Source: an optimization exercise on an open RTL-to-GDS flow (aim: small area). Production flows keep margins and buffers that such runs may drop. Where RTL was checked, it was by simulation tests only, not by an equivalence proof against the original. The RTL of runs 2 to 4 was laid out without a check of its function. Power is estimated from default activity; no workload was simulated.

## design/flow/flow/run.sh

```bash
#!/bin/bash
# Own flow: the standard synthesis, its gates re-mapped for area by ABC
# (registers untouched), then the standard layout with smaller port buffers
# and a clock tree without dummy loads.
set -euo pipefail
W=$(pwd)
R=$W/orfs/results/$FLOW_PLATFORM/lab3/base
FLOWDIR=$(cd "$(dirname "${BASH_SOURCE[0]}")" && pwd)

bash standard.sh synth > $W/flow_synth.log 2>&1
cp $R/1_2_yosys.v $W/standard_1_2_yosys.v
REABC_LIB=$FLOW_HOME/platforms/$FLOW_PLATFORM/lib/sky130_fd_sc_hd__tt_025C_1v80.lib \
REABC_IN=$W/standard_1_2_yosys.v REABC_OUT=$W/reabc_1_2_yosys.v \
  yosys -c $FLOWDIR/reabc.tcl > $W/flow_reabc.log 2>&1
cp $W/reabc_1_2_yosys.v $R/1_2_yosys.v
rm -f $R/1_synth.odb $R/1_synth.sdc

bash standard.sh \
  "BUFFER_PORTS_ARGS=-buffer_cell sky130_fd_sc_hd__buf_1" \
  "CTS_ARGS=-sink_clustering_enable -repair_clock_nets -dont_use_dummy_load -buf_list sky130_fd_sc_hd__clkbuf_8" \
  finish > $W/flow_finish.log 2>&1
```

## design/flow/flow/reabc.tcl

```tcl
# Re-map the combinational logic of the standard synthesis for area.
# The flip-flops and tie cells of the standard netlist are kept as they are
# (same instances, names and cell types); only the gates between them are
# re-synthesised by ABC.
yosys -import
set lib $::env(REABC_LIB)
read_liberty -ignore_miss_func $lib
read_verilog $::env(REABC_IN)
hierarchy -top $::env(FLOW_TOP)
blackbox sky130_fd_sc_hd__df* sky130_fd_sc_hd__edf* sky130_fd_sc_hd__sdf* sky130_fd_sc_hd__dl* sky130_fd_sc_hd__conb*
flatten
opt_clean
stat -liberty $lib
abc -liberty $lib -dont_use sky130_fd_sc_hd__conb_1 -dont_use sky130_fd_sc_hd__fill_1 -dont_use sky130_fd_sc_hd__fill_2 -dont_use sky130_fd_sc_hd__fill_4 -dont_use sky130_fd_sc_hd__fill_8 -dont_use sky130_fd_sc_hd__lpflow_bleeder_1 -dont_use sky130_fd_sc_hd__lpflow_clkbufkapwr_1 -dont_use sky130_fd_sc_hd__lpflow_clkbufkapwr_16 -dont_use sky130_fd_sc_hd__lpflow_clkbufkapwr_2 -dont_use sky130_fd_sc_hd__lpflow_clkbufkapwr_4 -dont_use sky130_fd_sc_hd__lpflow_clkbufkapwr_8 -dont_use sky130_fd_sc_hd__lpflow_clkinvkapwr_1 -dont_use sky130_fd_sc_hd__lpflow_clkinvkapwr_16 -dont_use sky130_fd_sc_hd__lpflow_clkinvkapwr_2 -dont_use sky130_fd_sc_hd__lpflow_clkinvkapwr_4 -dont_use sky130_fd_sc_hd__lpflow_clkinvkapwr_8 -dont_use sky130_fd_sc_hd__lpflow_decapkapwr_12 -dont_use sky130_fd_sc_hd__lpflow_decapkapwr_3 -dont_use sky130_fd_sc_hd__lpflow_decapkapwr_4 -dont_use sky130_fd_sc_hd__lpflow_decapkapwr_6 -dont_use sky130_fd_sc_hd__lpflow_decapkapwr_8 -dont_use sky130_fd_sc_hd__lpflow_inputiso0n_1 -dont_use sky130_fd_sc_hd__lpflow_inputiso0p_1 -dont_use sky130_fd_sc_hd__lpflow_inputiso1n_1 -dont_use sky130_fd_sc_hd__lpflow_inputiso1p_1 -dont_use sky130_fd_sc_hd__lpflow_inputisolatch_1 -dont_use sky130_fd_sc_hd__lpflow_isobufsrc_1 -dont_use sky130_fd_sc_hd__lpflow_isobufsrc_16 -dont_use sky130_fd_sc_hd__lpflow_isobufsrc_2 -dont_use sky130_fd_sc_hd__lpflow_isobufsrc_4 -dont_use sky130_fd_sc_hd__lpflow_isobufsrc_8 -dont_use sky130_fd_sc_hd__lpflow_isobufsrckapwr_16 -dont_use sky130_fd_sc_hd__lpflow_lsbuf_lh_hl_isowell_tap_1 -dont_use sky130_fd_sc_hd__lpflow_lsbuf_lh_hl_isowell_tap_2 -dont_use sky130_fd_sc_hd__lpflow_lsbuf_lh_hl_isowell_tap_4 -dont_use sky130_fd_sc_hd__lpflow_lsbuf_lh_isowell_4 -dont_use sky130_fd_sc_hd__lpflow_lsbuf_lh_isowell_tap_1 -dont_use sky130_fd_sc_hd__lpflow_lsbuf_lh_isowell_tap_2 -dont_use sky130_fd_sc_hd__lpflow_lsbuf_lh_isowell_tap_4 -dont_use sky130_fd_sc_hd__probe_p_8 -dont_use sky130_fd_sc_hd__probec_p_8  -script "+strash;&get,-n;&dch,-f;&if,-a,-K,6;&mfs;&st;&dch,-f;&nf,-a,-R,1000;&put"
opt_clean -purge
hilomap -singleton -hicell sky130_fd_sc_hd__conb_1 HI -locell sky130_fd_sc_hd__conb_1 LO
insbuf -buf sky130_fd_sc_hd__buf_4 A X
splitnets
opt_clean -purge
select $::env(FLOW_TOP)
stat -liberty $lib
write_verilog -noattr -nohex -nodec -selected $::env(REABC_OUT)
```

## design/flow/standard.sh

```bash
#!/bin/bash
# synth_recipe.tcl (not shown) runs the flow's synth.tcl, then flattens the netlist and writes it again
# the make line also repeats each setting of config.mk as NAME=value (left out here)
make -C /OpenROAD-flow-scripts/flow DESIGN_CONFIG=/design/flow/config.mk WORK_HOME=/design/flow/orfs CLKGATE_MAP_FILE= SYNTH_SCRIPT=/design/flow/synth_recipe.tcl "${@:-finish}"
```

## design/flow/config.mk

```make
export PLATFORM = sky130hd
export DESIGN_NAME = lab3
export DESIGN_NICKNAME = lab3
export VERILOG_FILES = /design/flow/design.v
export SDC_FILE = /design/flow/constraint.sdc
export NUM_CORES = 4
export LEC_CHECK = 0
export CAP_MARGIN = 20
export CORE_MARGIN = 2
export CORE_UTILIZATION = 40
export PLACE_DENSITY = 0.6
export SLEW_MARGIN = 20
```

## design/flow/constraint.sdc

```tcl
create_clock -name core_clock -period 20.0 [get_ports {clk_50M}]
set_input_delay 4.0000 -clock core_clock [delete_from_list [all_inputs] [get_ports {clk_50M}]]
set_output_delay 4.0000 -clock core_clock [all_outputs]
set_load 0.01 [all_outputs]
```

## design/flow/design.v

```verilog
module debounce(key, clk, reset, sample, fall);
input key, clk, reset, sample;
output fall;
reg pre_key;
reg out;
assign fall = out & ~pre_key & ~key;
always @(posedge clk or negedge reset)
begin
	if (!reset) begin
		pre_key <= 1'b1;
		out <= 1'b1;
	end else if (sample) begin
		pre_key <= key;
		if (pre_key == key) out <= key;
	end
end
endmodule
module lab3(clk_50M,key0,key1,key2,reset_n,RS,RW,DB,EN,ON);
input clk_50M,key0,key1,key2,reset_n;
output EN,ON;
output RS,RW;
output [7:0] DB;
reg [16:0] div;
localparam [25:0] CS_INIT  = 26'h2bf2131;   
localparam [25:0] CS_LAST  = 26'h15f9098;   
localparam [25:0] CS_START = 26'h051e238;   
reg [25:0] count_sec;
reg [8:0] q;
localparam [3:0] I_ADDR = 4'b1000, I_INIT = 4'b1001, I_PRE = 4'b1100, I_GO = 4'b1101;
reg [3:0] idx;
reg [3:0] dbl;    
reg [3:0] S_1; reg [2:0] S_10;
reg [3:0] M_1; reg [2:0] M_10;
reg [3:0] H_1; reg [1:0] H_10;
wire sample = (div == 17'd65537);
wire apply  = (div == 17'd65539);
wire f0, f1, f2;
debounce D1(.clk(clk_50M), .key(key0), .reset(reset_n), .sample(sample), .fall(f0));
debounce D2(.clk(clk_50M), .key(key1), .reset(reset_n), .sample(sample), .fall(f1));
debounce D3(.clk(clk_50M), .key(key2), .reset(reset_n), .sample(sample), .fall(f2));
reg [1:0] key_field;
always @(posedge clk_50M)
	if (sample) key_field <= f0 ? 2'd1 : f1 ? 2'd2 : f2 ? 2'd3 : 2'd0;
wire tick  = (count_sec == CS_LAST);
wire start = (count_sec == CS_START);
wire neg0 = apply & (key_field == 2'd1);
wire neg1 = apply & (key_field == 2'd2);
wire neg2 = apply & (key_field == 2'd3);
wire s1_9  = S_1[3] & S_1[0];
wire s10_5 = S_10[2] & S_10[0];
wire m1_9  = M_1[3] & M_1[0];
wire m10_5 = M_10[2] & M_10[0];
wire h1_9  = H_1[3] & H_1[0];
wire h_23  = H_10[1] & H_1[1] & H_1[0];
wire inc_s = neg0 | tick;
wire inc_m = neg1 | (tick & s1_9 & s10_5);
wire inc_h = neg2 | (tick & s1_9 & s10_5 & m1_9 & m10_5);
wire hold   = (idx == I_PRE) & q[8] & ~q[0];
wire inc_q  = (div[2:0] == 3'd0) & ~hold;
wire wrap   = inc_q & q[8] & q[0];
wire [8:0] q_next = wrap ? 9'd0 : q + {8'd0, inc_q};
reg [3:0] idx_step;
always @* begin
	case (idx)
		I_ADDR: idx_step = 4'd0;
		I_INIT: idx_step = 4'd1;
		I_PRE:  idx_step = I_PRE;
		I_GO:   idx_step = I_INIT;
		default: idx_step = idx + 4'd1;
	endcase
end
wire [3:0] idx_next = wrap ? idx_step : (start & (idx == I_PRE)) ? I_GO : idx;
reg [3:0] byte_lo;
always @* begin
	case (idx_next)
		4'd0: byte_lo = S_1;
		4'd1: byte_lo = {1'b0, S_10};
		4'd2: byte_lo = 4'd10;
		4'd3: byte_lo = M_1;
		4'd4: byte_lo = {1'b0, M_10};
		4'd5: byte_lo = 4'd10;
		4'd6: byte_lo = H_1;
		4'd7: byte_lo = {2'b0, H_10};
		I_INIT: byte_lo = 4'd6;
		default: byte_lo = 4'd0;
	endcase
end
wire load = (q_next < 9'd7);
assign ON = 1'b1;
assign EN = (q >= 9'd2) & (q <= 9'd4);
assign RS = ~idx[3];
assign RW = idx[3] & idx[2];
assign DB = {idx == I_ADDR, 1'b0, RS, RS, dbl};
always @(posedge clk_50M or negedge reset_n)
begin
	if (!reset_n) begin
		div <= 17'd0;
		count_sec <= CS_INIT;
		q <= 9'd257;
		idx <= I_PRE;
		dbl <= 4'd0;
		S_1 <= 0; S_10 <= 0; M_1 <= 0; M_10 <= 0; H_1 <= 0; H_10 <= 0;
	end else begin
		div <= div + 1'b1;
		count_sec <= {count_sec[24:0], count_sec[25] ^ count_sec[5] ^ count_sec[1] ^ count_sec[0] ^ tick};
		q <= q_next;
		idx <= idx_next;
		if (load) dbl <= byte_lo;
		if (inc_s) begin
			S_1 <= s1_9 ? 4'd0 : S_1 + 1'b1;
			if (s1_9) S_10 <= s10_5 ? 3'd0 : S_10 + 1'b1;
		end
		if (inc_m) begin
			M_1 <= m1_9 ? 4'd0 : M_1 + 1'b1;
			if (m1_9) M_10 <= m10_5 ? 3'd0 : M_10 + 1'b1;
		end
		if (inc_h) begin
			if (h_23) begin
				H_1 <= 4'd0; H_10 <= 2'd0;
			end else if (h1_9) begin
				H_1 <= 4'd0; H_10 <= H_10 + 1'b1;
			end else
				H_1 <= H_1 + 1'b1;
		end
	end
end
endmodule
```

==> results_dict.tcl, run 1 <==
set metrics [dict create \
    nFillCells 882 \
    ir_worst_vdd_uv 34.4 \
    clockRootBuffer "clkbuf_8" \
    initial_core_util_pct 40.9 \
    finalSetupTns_ns 0 \
    status "complete, no violations" \
    tightest_slew_ns 0.749 \
    register_area_mm2 0.00224 \
    cts_sinks 88 \
    finalMaxSlewViolations 0 \
    critPathKind "register to output port" \
    rows 35 \
    avgSynthCellArea_um2 10.6 \
    cts_max_level 3 \
    grt_use_total_pct 15.0 \
    setup_viol 0 \
    port_buffers 14 \
    power.share.clock_pct 33.9 \
    finalCritPeriodShare_pct 27.7 \
    die_x_um 101 \
    synth_fp_nets 359 \
    finalHoldViolations 0 \
    rsz0062_at_grt "false" \
    internal_power_uw 219 \
    die_h_um 101 \
    period_needed_ns 5.53 \
    hpwl_um 4720 \
    p_comb_share_pct 1.5 \
    diodes 0 \
    fin_worst_skew_ns 0.0260 \
    synthCells 354 \
    drive_above_1_share_pct 9.16 \
    clock_latency_ns 0.35 \
    multi_input_area_mm2 0.00140 \
    clk_path_buf_depth 2 \
    yosysWarnings 2 \
    pwr-share-seq_pct 64.6 \
    coreArea_mm2 0.00915 \
    preCtsSetupSlack_ns 14.86 \
    ff2ff_path_depth 10 \
    io_pins 17 \
    slew-limit-headroom_pct 50.1 \
    detail_route.vias_per_cell 5.42 \
    die_area_mm2 0.0101 \
    switching_share_pct 20.6 \
    regToRegStartpoint "div[0]$_DFF_PN0_" \
    antenna_found_initial 0 \
    drc 0 \
    startpoint "q[4]$_DFF_PN0_" \
    maxCapViolCount 0 \
    gp_congestion 0.817 \
    grt_pass1_wl_um 12000 \
    clock.fmax_ghz 0.181 \
    powerDensity_mw_per_mm2 68.8 \
    syn_area_mm2 0.00374 \
    cp.arrival_ns 1.53 \
    area_growth_pct 7.42 \
    wl_per_cell_um 14.1 \
    grt_max_degree 87 \
    hold_path_class "register to register" \
    end_kind "output port" \
    critPathMaxFanout 5 \
    cts_made_buffers 9 \
    p_leak_nw 1.78 \
    grt_pass1_vias 2500 \
    worst_r2r_endpoint "dbl[2]$_DFFE_PN0N_" \
    dr.pass1.iters 4 \
    start_kind "register" \
    holdWs_ns 0.357 \
    worstSetupEndpoint "EN" \
    ctsResizeCount 0 \
    required_ns 16.00 \
    ant_nets 0 \
    cts.clk_slew.worst_paths_ns 0.09 \
    p_sw_uw 56.9 \
    dr_total_vias 2614 \
    cts_tree "yes" \
    final_nets 378 \
    grt_overflow_total 0 \
    cts-hold-fix-buffers 0 \
    drt_iter0_markers 113 \
    wirelength_um 6800 \
    fin_ws_ns 14.47 \
    post_cts_buffers 0 \
    r2r_setup_slack_ns 16.50 \
]
==> critical path, cell delays in order (launching register included) <==
cell	delay, ns
dfrtp_1	0.42
nor4_1	0.28
nand2_1	0.13
nor3b_1	0.19
buf_1	0.17
==> flip-flops by register name (all words and copies together), names as in the netlist, 2 cells and up <==
signal     flops
q              9
key_field      2
H_1            4
M_10           3
S_10           3
count_sec     26
idx            4
M_1            4
dbl            4
div           17
H_10           2
S_1            4
==> power by group through the flow <==
stage / registers (mW) / logic [mW] / clock network (mW)
CTS: 0.179 / 0.00438 / 0.0978
global route: 0.179 / 0.00496 / 0.105
global placement: 0.182 / 0.00425 / 0
detailed placement: 0.182 / 0.00436 / 0
floorplan: 0.182 / 0.000358 / 0
finish: 0.179 / 0.00413 / 0.0936
==> worst min path at each step <==
stage                                       start                 endpoint  slack, ns  cells past startpoint
after floorplan            count_sec[3]$_DFF_PN0_   count_sec[4]$_DFF_PN1_       0.35                      0
after global placement     count_sec[3]$_DFF_PN0_   count_sec[4]$_DFF_PN1_       0.35                      0
after detailed placement   count_sec[4]$_DFF_PN1_   count_sec[5]$_DFF_PN1_       0.35                      0
after CTS                 count_sec[11]$_DFF_PN0_  count_sec[12]$_DFF_PN0_       0.36                      0
after global routing      count_sec[11]$_DFF_PN0_  count_sec[12]$_DFF_PN0_       0.37                      0
final                     count_sec[22]$_DFF_PN0_  count_sec[23]$_DFF_PN1_       0.36                      0
==> per-layer routing <==
metal | vias up | GRT usage, % | part of all wire (%) | wire [µm]
met1 | 1286 | 21.8 | 52 | 3510
met4 | 0 | 4.74 | 0.65 | 44
met5 | - | 0 | 0 | 0
met3 | 2 | 3.95 | 2.3 | 158
li1 | 1293 | - | - | -
met2 | 33 | 22.1 | 45 | 3100
==> through the flow <==
stage               area [µm²]  util (%)  power, mW  std cells
floorplan                 3740         -      0.182        354
global placement          3890      42.5      0.186        473
detailed placement        3890      42.5      0.186        473
CTS                       4020      43.9      0.281        482
global route              4020      43.9      0.288        482
finish                    4020      43.9      0.276        482
==> final cells by class <==
| class | instances | share of cell area [%] |
|---|---|---|
| flip-flops and latches | 88 | 55.8 |
| multi-input cells | 245 | 34.7 |
| well taps | 111 | 3.46 |
| clock buffers | 9 | 3.08 |
| repair buffers | 15 | 1.68 |
| inverters | 14 | 1.31 |
==> layout by cell type, fill, tap and decap left out, types with 4 or more instances in the layout <==
cell type	instances
a21oi_1	35
a31oi_1	5
and2_0	5
and3_1	11
and4_1	6
buf_1	13
clkbuf_8	9
clkinv_1	14
dfrtp_1	63
dfstp_2	23
nand2_1	35
nand3_1	15
nand4_1	4
nor2_1	36
nor3_1	8
nor3b_1	6
nor4_1	6
nor4b_1	5
o21ai_0	17
xnor2_1	8
xor2_1	10
==> run 2: changes to the inputs <==
--- a/design/flow/design.v
+++ b/design/flow/design.v
@@ -1,9 +1,8 @@
-module debounce(key, clk, reset, sample, fall);
+module debounce(key, clk, reset, sample, fell);
 input key, clk, reset, sample;
-output fall;
+output reg fell;
 reg pre_key;
 reg out;
-assign fall = out & ~pre_key & ~key;
 always @(posedge clk or negedge reset)
 begin
 	if (!reset) begin
@@ -14,6 +13,8 @@
 		if (pre_key == key) out <= key;
 	end
 end
+always @(posedge clk)
+	if (sample) fell <= out & ~pre_key & ~key;
 endmodule
 module lab3(clk_50M,key0,key1,key2,reset_n,RS,RW,DB,EN,ON);
 input clk_50M,key0,key1,key2,reset_n;
@@ -35,17 +36,14 @@
 wire sample = (div == 17'd65537);
 wire apply  = (div == 17'd65539);
 wire f0, f1, f2;
-debounce D1(.clk(clk_50M), .key(key0), .reset(reset_n), .sample(sample), .fall(f0));
-debounce D2(.clk(clk_50M), .key(key1), .reset(reset_n), .sample(sample), .fall(f1));
-debounce D3(.clk(clk_50M), .key(key2), .reset(reset_n), .sample(sample), .fall(f2));
-reg [1:0] key_field;
-always @(posedge clk_50M)
-	if (sample) key_field <= f0 ? 2'd1 : f1 ? 2'd2 : f2 ? 2'd3 : 2'd0;
+debounce D1(.clk(clk_50M), .key(key0), .reset(reset_n), .sample(sample), .fell(f0));
+debounce D2(.clk(clk_50M), .key(key1), .reset(reset_n), .sample(sample), .fell(f1));
+debounce D3(.clk(clk_50M), .key(key2), .reset(reset_n), .sample(sample), .fell(f2));
 wire tick  = (count_sec == CS_LAST);
 wire start = (count_sec == CS_START);
-wire neg0 = apply & (key_field == 2'd1);
-wire neg1 = apply & (key_field == 2'd2);
-wire neg2 = apply & (key_field == 2'd3);
+wire neg0 = apply & f0;
+wire neg1 = apply & f1 & ~f0;
+wire neg2 = apply & f2 & ~f0 & ~f1;
 wire s1_9  = S_1[3] & S_1[0];
 wire s10_5 = S_10[2] & S_10[0];
 wire m1_9  = M_1[3] & M_1[0];
==> design/flow/run.sh (new file) <==
#!/bin/bash
# synth_recipe.tcl (not shown) runs the flow's synth.tcl, then flattens the netlist and writes it again
# the make line also repeats each setting of config.mk as NAME=value (left out here)
make -C /OpenROAD-flow-scripts/flow DESIGN_CONFIG=/design/flow/config.mk WORK_HOME=/design/flow/orfs CLKGATE_MAP_FILE= SYNTH_SCRIPT=/design/flow/synth_recipe.tcl finish
--- a/design/flow/config.mk
+++ b/design/flow/config.mk
@@ -8,5 +8,8 @@
 export CAP_MARGIN = 20
 export CORE_MARGIN = 2
 export CORE_UTILIZATION = 40
+export CTS_BUF_LIST = sky130_fd_sc_hd__clkbuf_8
+export CTS_CLUSTER_DIAMETER = 500
+export CTS_CLUSTER_SIZE = 100
 export PLACE_DENSITY = 0.6
 export SLEW_MARGIN = 20
removed: design/flow/flow/run.sh
removed: design/flow/flow/reabc.tcl
removed: design/flow/standard.sh
==> run 2 against run 1 <==
Effect of this change:
- routed wire length is 20% higher
- maximum frequency is 6.5% lower
- sequential power hardly changed
- synthesized cell count is 18% higher
- count of clock-buffer cells in the layout stayed put
- utilization is 0.96 points higher
- combinational power is about 10% higher
- critical endpoint is now DB[7]
==> results_dict.tcl, run 2 <==
set metrics [dict create \
    drc 0 \
    critPathKind "register to output port" \
    syn_area_mm2 0.00438 \
    finalHoldViolations 0 \
    final_nets 445 \
    finalCritPeriodShare_pct 29.6 \
    maxCapViolCount 0 \
    async_flop_share_pct 96.6 \
    grt_use_total_pct 15.3 \
    largest_register "count_sec" \
    yosys.area.top_type_share_pct 36.0 \
    drive_above_1_share_pct 13.9 \
    wl_per_cell_um 14.2 \
    met3_usage_pct 4.12 \
    clockRootBuffer "clkbuf_8" \
    dr.pass1.iters 4 \
    clk_path_buf_depth 2 \
    post_cts_buffers 0 \
    period_needed_ns 5.92 \
    cp_slowest_stage_delay_ns 0.53 \
    clock_latency_ns 0.35 \
    synth_top_area_cell "dfrtp_1" \
    worst_r2r_endpoint "dbl[0]$_DFFE_PN0N_" \
    die_x_um 109 \
    yosysMostFrequentCell "dfrtp_1" \
    cp.arrival_ns 1.92 \
    hold_path_class "register to register" \
    finalMaxSlewViolations 0 \
    fin_cells 573 \
    required_ns 16.00 \
    antenna_found_initial 0 \
    synth_common_cells "dfrtp_1, nand2_1, o21ai_0" \
    die_area_mm2 0.0118 \
    cts.clk_slew.worst_paths_ns 0.09 \
    crit_chain "inv_1 -> ha_1 -> nand2_1 -> nor2_1 -> clkdlybuf4s50_1" \
    critPathMaxFanout 6 \
    fin_worst_skew_ns 0.0125 \
    synth_cell_type_count 74 \
    regToRegStartpoint "div[1]$_DFF_PN0_" \
    dr_total_vias 3019 \
    detail_route.vias_per_cell 5.27 \
    holdWs_ns 0.358 \
    diodes 0 \
    synth_fp_nets 433 \
    layout_commonest_cell "dfrtp_1" \
    gp_congestion 0.829 \
    ant_nets 0 \
    top_usage_layer "met2" \
    avgSynthCellArea_um2 10.5 \
    grt_pass1_wl_um 14100 \
    status "complete, no violations" \
    cts_sinks 89 \
    p_leak_nw 2.07 \
    path_buf_inv 2 \
    coreArea_mm2 0.0107 \
    cts-hold-fix-buffers 0 \
    cts_max_level 3 \
    start_kind "register" \
    tightest_slew_ns 0.714 \
    top_regs "count_sec: 26 flops, div: 17 flops, q: 9 flops" \
    ctsResizeCount 0 \
    clock.fmax_ghz 0.169 \
    use_met1_pct 22.3 \
    grt_max_degree 81 \
    synth_top_cells_by_area "dfrtp_1, dfstp_2, nand2_1, o21ai_0, ha_1" \
    initial_core_util_pct 40.8 \
    synthFlopType "dfrtp_1" \
    dp.cells 557 \
    ff2ff_path_depth 12 \
    port_buffers 14 \
    io_pins 17 \
    powerDensity_mw_per_mm2 65.7 \
    grt_overflow_total 0 \
    yosysWarnings 2 \
    cts_tree "yes" \
    ir_worst_vdd_uv 39.3 \
    rows 38 \
    path_depth 5 \
    synth_edf_count 3 \
    worstSetupEndpoint "DB[7]" \
    setup_viol 0 \
    drt_iter0_markers 273 \
    r2r_setup_slack_ns 16.77 \
    wirelength_um 8150 \
    area_growth_pct 9.99 \
    grt_pass1_vias 2859 \
    finalSetupTns_ns 0 \
    most-common-layout-cells "dfrtp_1, nand2_1, o21ai_0" \
    rsz0062_at_grt "false" \
    slew-limit-headroom_pct 52.4 \
    synthCells 416 \
    cts_made_buffers 9 \
    end_kind "output port" \
    crit_family "buffers and inverters" \
    die_h_um 109 \
    synth-seq-area-share_pct 51.8 \
    startpoint "idx[0]$_DFF_PN0_" \
    ys_ff_latch 89 \
    grt_util_met2_pct 22.7 \
    crit_slowest_cell "clkdlybuf4s50_1" \
    hpwl_um 5710 \
    largest_reg_flops 26 \
]
## run 2: through the flow
stage               utilization [%]  setup slack [ns]  instance area, µm²  power, mW
global route                   44.9             13.93                4820      0.330
detailed placement             42.9             14.47                4600      0.189
floorplan                         -             14.98                4380      0.185
CTS                            44.8             14.07                4820      0.322
finish                         44.9             14.08                4820      0.317
global placement               42.9             14.52                4600      0.189
## run 2: cell type report
cell class                      count  area (µm²)
Clock inverter                      7        88.8
Clock buffer                        9         124
Fill cell                        1043        5920
Multi-Input combinational cell    296        1950
Sequential cell                    89        2270
Tap cell                          140         175
Inverter                           17        63.8
Timing Repair Buffer               15         149
## run 2: where the power goes
group	internal [mW]	leakage [nW]	switching [mW]
logic	0.000874	0.830	0.00367
registers	0.181	1.13	0
clock network	0.0695	0.112	0.0621
## run 2: routing by layer
layer	share of wire (%)	up-vias
met5	0	-
met4	0.85	0
met3	3.3	6
met2	45	40
met1	51	1475
li1	-	1498
## run 2: logic make-up (layout without fill, tap and decap cells)
family | Yosys count | after routing | synth area share, %
buf+inv | 31 | 48 | 3.71
simple gates | 166 | 166 | 21.2
compound gates | 83 | 83 | 12.7
fa+ha+maj | 12 | 12 | 3.43
flops | 89 | 89 | 51.8
xor+xnor | 26 | 26 | 5.20
other cells | 2 | 2 | 0.171
mux | 7 | 7 | 1.80
## run 2: how the worst min path moves through the flow
| stage | end | depth (start not counted) | from |
|---|---|---|---|
| 6_report | count_sec[17]$_DFF_PN1_ | 0 | count_sec[16]$_DFF_PN1_ |
| 5_1_grt | count_sec[17]$_DFF_PN1_ | 0 | count_sec[16]$_DFF_PN1_ |
| 4_1_cts | count_sec[17]$_DFF_PN1_ | 0 | count_sec[16]$_DFF_PN1_ |
| 3_5_place_dp | count_sec[5]$_DFF_PN1_ | 0 | count_sec[4]$_DFF_PN1_ |
| 3_3_place_gp | count_sec[23]$_DFF_PN1_ | 0 | count_sec[22]$_DFF_PN0_ |
| 2_1_floorplan | count_sec[23]$_DFF_PN1_ | 0 | count_sec[22]$_DFF_PN0_ |
==> run 3: changes to the inputs <==
--- a/design/flow/config.mk
+++ b/design/flow/config.mk
@@ -8,8 +8,5 @@
 export CAP_MARGIN = 20
 export CORE_MARGIN = 2
 export CORE_UTILIZATION = 40
-export CTS_BUF_LIST = sky130_fd_sc_hd__clkbuf_8
-export CTS_CLUSTER_DIAMETER = 500
-export CTS_CLUSTER_SIZE = 100
 export PLACE_DENSITY = 0.6
 export SLEW_MARGIN = 20
==> run 3 against run 2 <==
Effect of this change:
- sequential power hardly changed
- routed wire length is 0.23% higher
- global-route usage is the same
- first-iteration DRC count unchanged
- largest cell class unchanged
- highest routed layer unchanged
- power grew 0.36%
- critical path depth unchanged
- still clean
==> results_dict.tcl, run 3 <==
set metrics [dict create \
    dr.pass1.iters 4 \
    grt_pass1_vias 2859 \
    period_needed_ns 5.92 \
    clk_path_buf_depth 2 \
    maxCapViolCount 0 \
    critPathKind "register to output port" \
    startpoint "idx[0]$_DFF_PN0_" \
    setup_viol 0 \
    async_flop_share_pct 96.6 \
    syn_area_mm2 0.00438 \
    wirelength_um 8170 \
    hold_path_class "register to register" \
    io_pins 17 \
    worstHoldEndpoint "count_sec[17]$_DFF_PN1_" \
    switching_share_pct 20.7 \
    finalCritPeriodShare_pct 29.6 \
    grt_pass1_wl_um 14100 \
    area_growth_pct 9.99 \
    top_regs "count_sec: 26 flops, div: 17 flops, q: 9 flops" \
    grt_overflow_total 0 \
    clock.fmax_ghz 0.169 \
    tightest_slew_ns 0.715 \
    avgSynthCellArea_um2 10.5 \
    largest_register "count_sec" \
    cts-hold-fix-buffers 0 \
    drt_iter0_markers 273 \
    critPathMaxFanout 6 \
    layout_commonest_cell "dfrtp_1" \
    cts_tree "yes" \
    synth_cell_type_count 74 \
    synthCells 416 \
    status "complete, no violations" \
    hp-start "count_sec[16]$_DFF_PN1_" \
    rows 38 \
    grt_use_total_pct 15.3 \
    clockRootBuffer "clkbuf_8" \
    ir_worst_vdd_uv 39.5 \
    slew-limit-headroom_pct 52.3 \
    fin_worst_skew_ns 0.0127 \
    final_nets 445 \
    largest_reg_flops 26 \
    regToRegStartpoint "div[1]$_DFF_PN0_" \
    cts_made_buffers 9 \
    initial_core_util_pct 40.8 \
    required_ns 16.00 \
    start_kind "register" \
    ff2ff_path_depth 12 \
    r2r_setup_slack_ns 16.77 \
    diodes 0 \
    detail_route.vias_per_cell 5.27 \
    cts_max_level 3 \
    clock_latency_ns 0.35 \
    synth_top_cells_by_area "dfrtp_1, dfstp_2, nand2_1, o21ai_0, ha_1" \
    p_comb_share_pct 1.4 \
    yosysWarnings 2 \
    cp.arrival_ns 1.92 \
    cts.clk_slew.worst_paths_ns 0.09 \
    synth_fp_nets 433 \
    die_h_um 109 \
    dr_total_vias 3020 \
    hold_depth 0 \
    port_buffers 14 \
    finalHoldViolations 0 \
    power.share.clock_pct 41.7 \
    synth-seq-area-share_pct 51.8 \
    yosysMostFrequentCell "dfrtp_1" \
    synthFlopType "dfrtp_1" \
    ys_ff_latch 89 \
    coreArea_mm2 0.0107 \
    gp_congestion 0.829 \
    synth_common_cells "dfrtp_1, nand2_1, o21ai_0" \
    grt_max_degree 81 \
    rsz0062_at_grt "false" \
    fin_ws_ns 14.08 \
    post_cts_buffers 0 \
    synth_top_area_cell "dfrtp_1" \
    drc 0 \
    cts_sinks 89 \
    wl_per_cell_um 14.3 \
    finalSetupTns_ns 0 \
    hpwl_um 5710 \
    p_sw_uw 65.9 \
    yosys.area.top_type_share_pct 36.0 \
    finalMaxSlewViolations 0 \
    pwr-share-seq_pct 56.8 \
    antenna_found_initial 0 \
    preCtsSetupSlack_ns 14.47 \
    ant_nets 0 \
    ctsResizeCount 0 \
    internal_power_uw 252 \
    drive_above_1_share_pct 13.9 \
    p_leak_nw 2.06 \
    worst_r2r_endpoint "dbl[0]$_DFFE_PN0N_" \
    die_x_um 109 \
    most-common-layout-cells "dfrtp_1, nand2_1, o21ai_0" \
    end_kind "output port" \
    die_area_mm2 0.0118 \
    powerDensity_mw_per_mm2 66.0 \
    synth_edf_count 3 \
]
run 3: cell counts after synthesis:
Identical to the previous run, type by type.
run 3: logic make-up (layout without fill, tap and decap cells):
kind of cell	Yosys count	in the layout	synth area share [%]
other cells	2	2	0.171
xor+xnor	26	26	5.20
mux	7	7	1.80
buf+inv	31	48	3.71
simple gates	166	166	21.2
flops	89	89	51.8
fa+ha+maj	12	12	3.43
compound gates	83	83	12.7
run 3: metal layers:
layer  GRT usage (%)  wire (µm)  vias up
met4            3.57         69        0
met2            22.7       3680       40
met5               0          0        -
met3            4.12        285        6
met1            22.3       4140     1478
li1                -          -     1496
run 3: how the worst max path moves through the flow:
stage,cells after the start,to
floorplan,4,EN
CTS,5,DB[7]
global placement,5,DB[7]
detailed placement,5,DB[7]
global route,5,DB[7]
finish,5,DB[7]
run 3: cell type report:
cell class                      instances  area (µm²)
Clock buffer                           11         131
Timing Repair Buffer                   15         149
Sequential cell                        89        2270
Inverter                               17        63.8
Fill cell                            1043        5920
Tap cell                              140         175
Multi-Input combinational cell        296        1950
Clock inverter                          5        81.3
run 3: worst max-delay path: stages (launching register included):
cell and delay (ns):
dfrtp_1 0.44, inv_1 0.14, ha_1 0.25, nand2_1 0.11, nor2_1 0.09, clkdlybuf4s50_1 0.53
run 3: per-stage QoR:
stage                     power [mW]  std cells  utilization (%)  cell area [µm²]  hold slack (ns)
after global routing           0.331        573             44.9             4820            0.363
final                          0.318        573             44.9             4820            0.358
after CTS                      0.323        573             44.8             4820            0.362
after global placement         0.189        557             42.9             4600            0.352
after detailed placement       0.189        557             42.9             4600            0.357
after floorplan                0.185        416                -             4380            0.348
run 3: power by group through the flow:
stage | Sequential (mW) | Combinational [mW] | Clock (mW)
2_1_floorplan | 0.184 | 0.000596 | 0
3_3_place_gp | 0.184 | 0.00477 | 0
3_5_place_dp | 0.184 | 0.00476 | 0
4_1_cts | 0.181 | 0.00475 | 0.137
5_1_grt | 0.181 | 0.00545 | 0.145
6_report | 0.181 | 0.00455 | 0.133
==> run 4: changes to the inputs <==
--- a/design/flow/design.v
+++ b/design/flow/design.v
@@ -22,12 +22,9 @@
 output RS,RW;
 output [7:0] DB;
 reg [16:0] div;
-localparam [25:0] CS_INIT  = 26'h2bf2131;   
-localparam [25:0] CS_LAST  = 26'h15f9098;   
-localparam [25:0] CS_START = 26'h051e238;   
 reg [25:0] count_sec;
 reg [8:0] q;
-localparam [3:0] I_ADDR = 4'b1000, I_INIT = 4'b1001, I_PRE = 4'b1100, I_GO = 4'b1101;
+localparam [3:0] I_ADDR = 4'b1000, I_INIT = 4'b1001, I_PRE = 4'b1100;
 reg [3:0] idx;
 reg [3:0] dbl;    
 reg [3:0] S_1; reg [2:0] S_10;
@@ -39,8 +36,8 @@
 debounce D1(.clk(clk_50M), .key(key0), .reset(reset_n), .sample(sample), .fell(f0));
 debounce D2(.clk(clk_50M), .key(key1), .reset(reset_n), .sample(sample), .fell(f1));
 debounce D3(.clk(clk_50M), .key(key2), .reset(reset_n), .sample(sample), .fell(f2));
-wire tick  = (count_sec == CS_LAST);
-wire start = (count_sec == CS_START);
+wire tick  = &(count_sec | ~26'd50000000);
+wire start = &(count_sec[25:9] | ~17'd4083);
 wire neg0 = apply & f0;
 wire neg1 = apply & f1 & ~f0;
 wire neg2 = apply & f2 & ~f0 & ~f1;
@@ -53,7 +50,7 @@
 wire inc_s = neg0 | tick;
 wire inc_m = neg1 | (tick & s1_9 & s10_5);
 wire inc_h = neg2 | (tick & s1_9 & s10_5 & m1_9 & m10_5);
-wire hold   = (idx == I_PRE) & q[8] & ~q[0];
+wire hold   = (idx == I_PRE) & q[8] & ~q[0] & ~start;
 wire inc_q  = (div[2:0] == 3'd0) & ~hold;
 wire wrap   = inc_q & q[8] & q[0];
 wire [8:0] q_next = wrap ? 9'd0 : q + {8'd0, inc_q};
@@ -62,12 +59,11 @@
 	case (idx)
 		I_ADDR: idx_step = 4'd0;
 		I_INIT: idx_step = 4'd1;
-		I_PRE:  idx_step = I_PRE;
-		I_GO:   idx_step = I_INIT;
+		I_PRE:  idx_step = count_sec[20] ? I_INIT : I_PRE;
 		default: idx_step = idx + 4'd1;
 	endcase
 end
-wire [3:0] idx_next = wrap ? idx_step : (start & (idx == I_PRE)) ? I_GO : idx;
+wire [3:0] idx_next = wrap ? idx_step : idx;
 reg [3:0] byte_lo;
 always @* begin
 	case (idx_next)
@@ -93,14 +89,14 @@
 begin
 	if (!reset_n) begin
 		div <= 17'd0;
-		count_sec <= CS_INIT;
+		count_sec <= 26'd0;
 		q <= 9'd257;
 		idx <= I_PRE;
 		dbl <= 4'd0;
 		S_1 <= 0; S_10 <= 0; M_1 <= 0; M_10 <= 0; H_1 <= 0; H_10 <= 0;
 	end else begin
 		div <= div + 1'b1;
-		count_sec <= {count_sec[24:0], count_sec[25] ^ count_sec[5] ^ count_sec[1] ^ count_sec[0] ^ tick};
+		count_sec <= tick ? 26'd0 : count_sec + 1'b1;
 		q <= q_next;
 		idx <= idx_next;
 		if (load) dbl <= byte_lo;
==> run 4 against run 3 <==
Effect of this change:
- clock power is 26% higher
- count of clock-buffer cells in the layout is 2 lower
- design area is 6.9% higher
- synthesized cell count is 14% higher
- die area is 5.2% higher
- via count is 10% higher
- global-route usage is 0.33 points lower
- first-iteration DRC count is 2.6% lower
- sequential share of layout area is 3.3 points lower
- power is 11% higher
- largest cell class unchanged
==> results_dict.tcl, run 4 <==
set metrics [dict create \
    ctsResizeCount 0 \
    synth_top_cells_by_area "dfrtp_1, dfstp_2, xor2_1, xnor2_1, o21ai_0" \
    yosysMostFrequentCell "dfrtp_1" \
    critPathKind "register to output port" \
    yosys.area.top_type_share_pct 41.2 \
    syn_area_mm2 0.00462 \
    placed_area_mm2 0.00485 \
    rsz0062_at_grt "false" \
    coreArea_mm2 0.0113 \
    die_area_mm2 0.0124 \
    synthFlopType "dfrtp_1" \
    die_x_um 111 \
    tightest_slew_ns 0.796 \
    largest_register "count_sec" \
    end_kind "output port" \
    most-common-layout-cells "dfrtp_1, nor2_1, nand2_1" \
    finalMaxSlewViolations 0 \
    start_kind "register" \
    cts.clk_slew.worst_paths_ns 0.06 \
    finalHoldViolations 0 \
    die_h_um 111 \
    finalSetupTns_ns 0 \
    powerDensity_mw_per_mm2 68.5 \
    drt_iter0_markers 266 \
    cts_max_level 3 \
    cts-hold-fix-buffers 0 \
    top_layer_used "met4" \
    cts_made_buffers 9 \
    yosysWarnings 2 \
    io_pins 17 \
    hp-start "div[16]$_DFF_PN0_" \
    largest_reg_flops 26 \
    regToRegStartpoint "div[0]$_DFF_PN0_" \
    dr_total_vias 3324 \
    top_regs "count_sec: 26 flops, div: 17 flops, q: 9 flops" \
    worst_r2r_endpoint "dbl[1]$_DFFE_PN0N_" \
    startpoint "q[7]$_DFF_PN0_" \
    port_buffers 14 \
    antenna_found_initial 0 \
    area_growth_pct 11.5 \
    synth_top_area_cell "dfrtp_1" \
    synthCells 473 \
    diodes 0 \
    synth_fp_nets 491 \
    wl_met2_um 3920 \
    finalCritPeriodShare_pct 30.4 \
    clockRootBuffer "clkbuf_16" \
    detail_route.vias_per_cell 5.26 \
    grt_max_degree 86 \
    grt_pass1_vias 3247 \
    drive_above_1_share_pct 8.38 \
    hold_path_class "register to register" \
    synth-seq-area-share_pct 48.8 \
    critPathMaxFanout 5 \
    grt_overflow_total 0 \
    p_leak_nw 2.21 \
    synth_edf_count 3 \
    cts_sinks 89 \
    clk_path_buf_depth 2 \
    wl_met1_um 4360 \
    hpwl_um 5890 \
    status "complete, no violations" \
    worstHoldEndpoint "div[16]$_DFF_PN0_" \
    final_cell_area_mm2 0.00515 \
    wl_met3_um 227 \
    period_needed_ns 6.08 \
    gp_congestion 0.777 \
    fin_worst_skew_ns 0.00649 \
    ys_ff_latch 89 \
    final_nets 502 \
    layout_commonest_cell "dfrtp_1" \
    ff2ff_path_depth 10 \
    clock.fmax_ghz 0.164 \
    maxCapViolCount 0 \
    cp.arrival_ns 2.08 \
    wirelength_um 8650 \
    dr.pass1.iters 4 \
    synth_cell_type_count 61 \
    wl_per_cell_um 13.7 \
    rows 39 \
    async_flop_share_pct 96.6 \
    cts_tree "yes" \
    grt_pass1_wl_um 15400 \
    ant_nets 0 \
    hold_depth 1 \
    synth_common_cells "dfrtp_1, nor2_1, nand2_1" \
    r2r_setup_slack_ns 16.87 \
    required_ns 16.00 \
    ir_worst_vdd_uv 34.4 \
    clock_latency_ns 0.34 \
    slew-limit-headroom_pct 46.9 \
    avgSynthCellArea_um2 9.77 \
    setup_viol 0 \
    post_cts_buffers 0 \
    drc 0 \
    grt_use_total_pct 14.9 \
    initial_core_util_pct 40.8 \
]
## run 4: changes by cell type in the layout (fill, tap and decap cells not counted), moves of 10 or more
cell and change:
nor2_1 +21, xor2_1 +17, dfrtp_1 +13, dfstp_2 -13, nand3_1 +13, nand2_1 -10
## run 4: layout make-up
class                      instances  area [µm²]
fill                            1099        6170
sequential                        89        2250
multi-input combinational        347        2190
clock buffer                       9         225
tap                              143         179
timing repair buffer              16         156
inverter                          21        78.8
clock inverter                     7        70.1
## run 4: logic make-up (layout without fill, tap and decap cells)
family / count (synthesis) / in the layout / synth area share, %
DFF: 89 / 89 / 48.8
other: 2 / 2 / 0.163
adders and majority gates: 13 / 13 / 3.52
AOI/OAI and AO/OA: 82 / 82 / 11.1
xor gates and xnor gates: 48 / 48 / 9.10
buffers and inverters: 37 / 53 / 3.85
and+or+nand+nor: 194 / 194 / 21.6
muxes: 8 / 8 / 1.90
## run 4: worst max path at each step
stage / endpoint / slack [ns] / cells past startpoint
CTS: EN / 13.88 / 3
global route: EN / 13.81 / 3
floorplan: EN / 14.62 / 3
detailed placement: EN / 14.26 / 3
finish: EN / 13.92 / 3
global placement: EN / 14.26 / 3
## run 4: metrics by stage
step	power (mW)	cells	hold slack (ns)	util, %	setup slack (ns)
3_3_place_gp	0.189	616	0.455	42.9	14.26
5_1_grt	0.367	632	0.505	45.5	13.81
4_1_cts	0.359	632	0.464	45.5	13.88
3_5_place_dp	0.189	616	0.450	42.9	14.26
2_1_floorplan	0.185	473	0.434	-	14.62
6_report	0.353	632	0.466	45.5	13.92
## run 4: power breakdown
group | switching, mW | internal (mW)
logic | 0.00376 | 0.000870
clock network | 0.0704 | 0.0968
registers | 0 | 0.181
total | 0.0742 | 0.278
## run 4: per-layer routing
metal,vias up,track usage (%)
met5,-,0
met4,0,6.42
met3,10,2.34
met2,44,23.1
met1,1598,21.0
li1,1672,-
## run 4: critical path, stage by stage (launching register included)
cell	delay (ns)
dfrtp_1	0.42
or4_1	0.52
nor4_1	0.23
clkdlybuf4s50_1	0.58

[static timing again, ports no longer ideal]
No port has a modelled driver above. Below, the same layouts with a new extraction and two added sets of constraints.
Step 1 sets driving cells, clkbuf_16 on the clock port and buf_2 on the other inputs (assumed; they add their load-dependent delay and slew).
Step 2 times the ports against the registers' clock, not the clock port: input delays grow and output delays shrink by t, the midpoint of the rising clock arrivals with the driver on.
a / b / c = ideal / step 1 / step 2; a / b = the first two.
run | t, ns | setup WS [ns] | worst slew at a driven data input, ns | pins driven straight from the clock port
run 1 | 0.366 | 14.466 / 14.434 / 14.800 | 0.03 | 1
run 2 | 0.374 | 14.083 / 14.052 / 14.427 | 0.03 | 1
run 3 | 0.374 | 14.076 / 14.046 / 14.420 | 0.03 | 1
run 4 | 0.370 | 13.917 / 13.880 / 14.250 | 0.03 | 1
After both steps setup and hold are still met in every run listed.
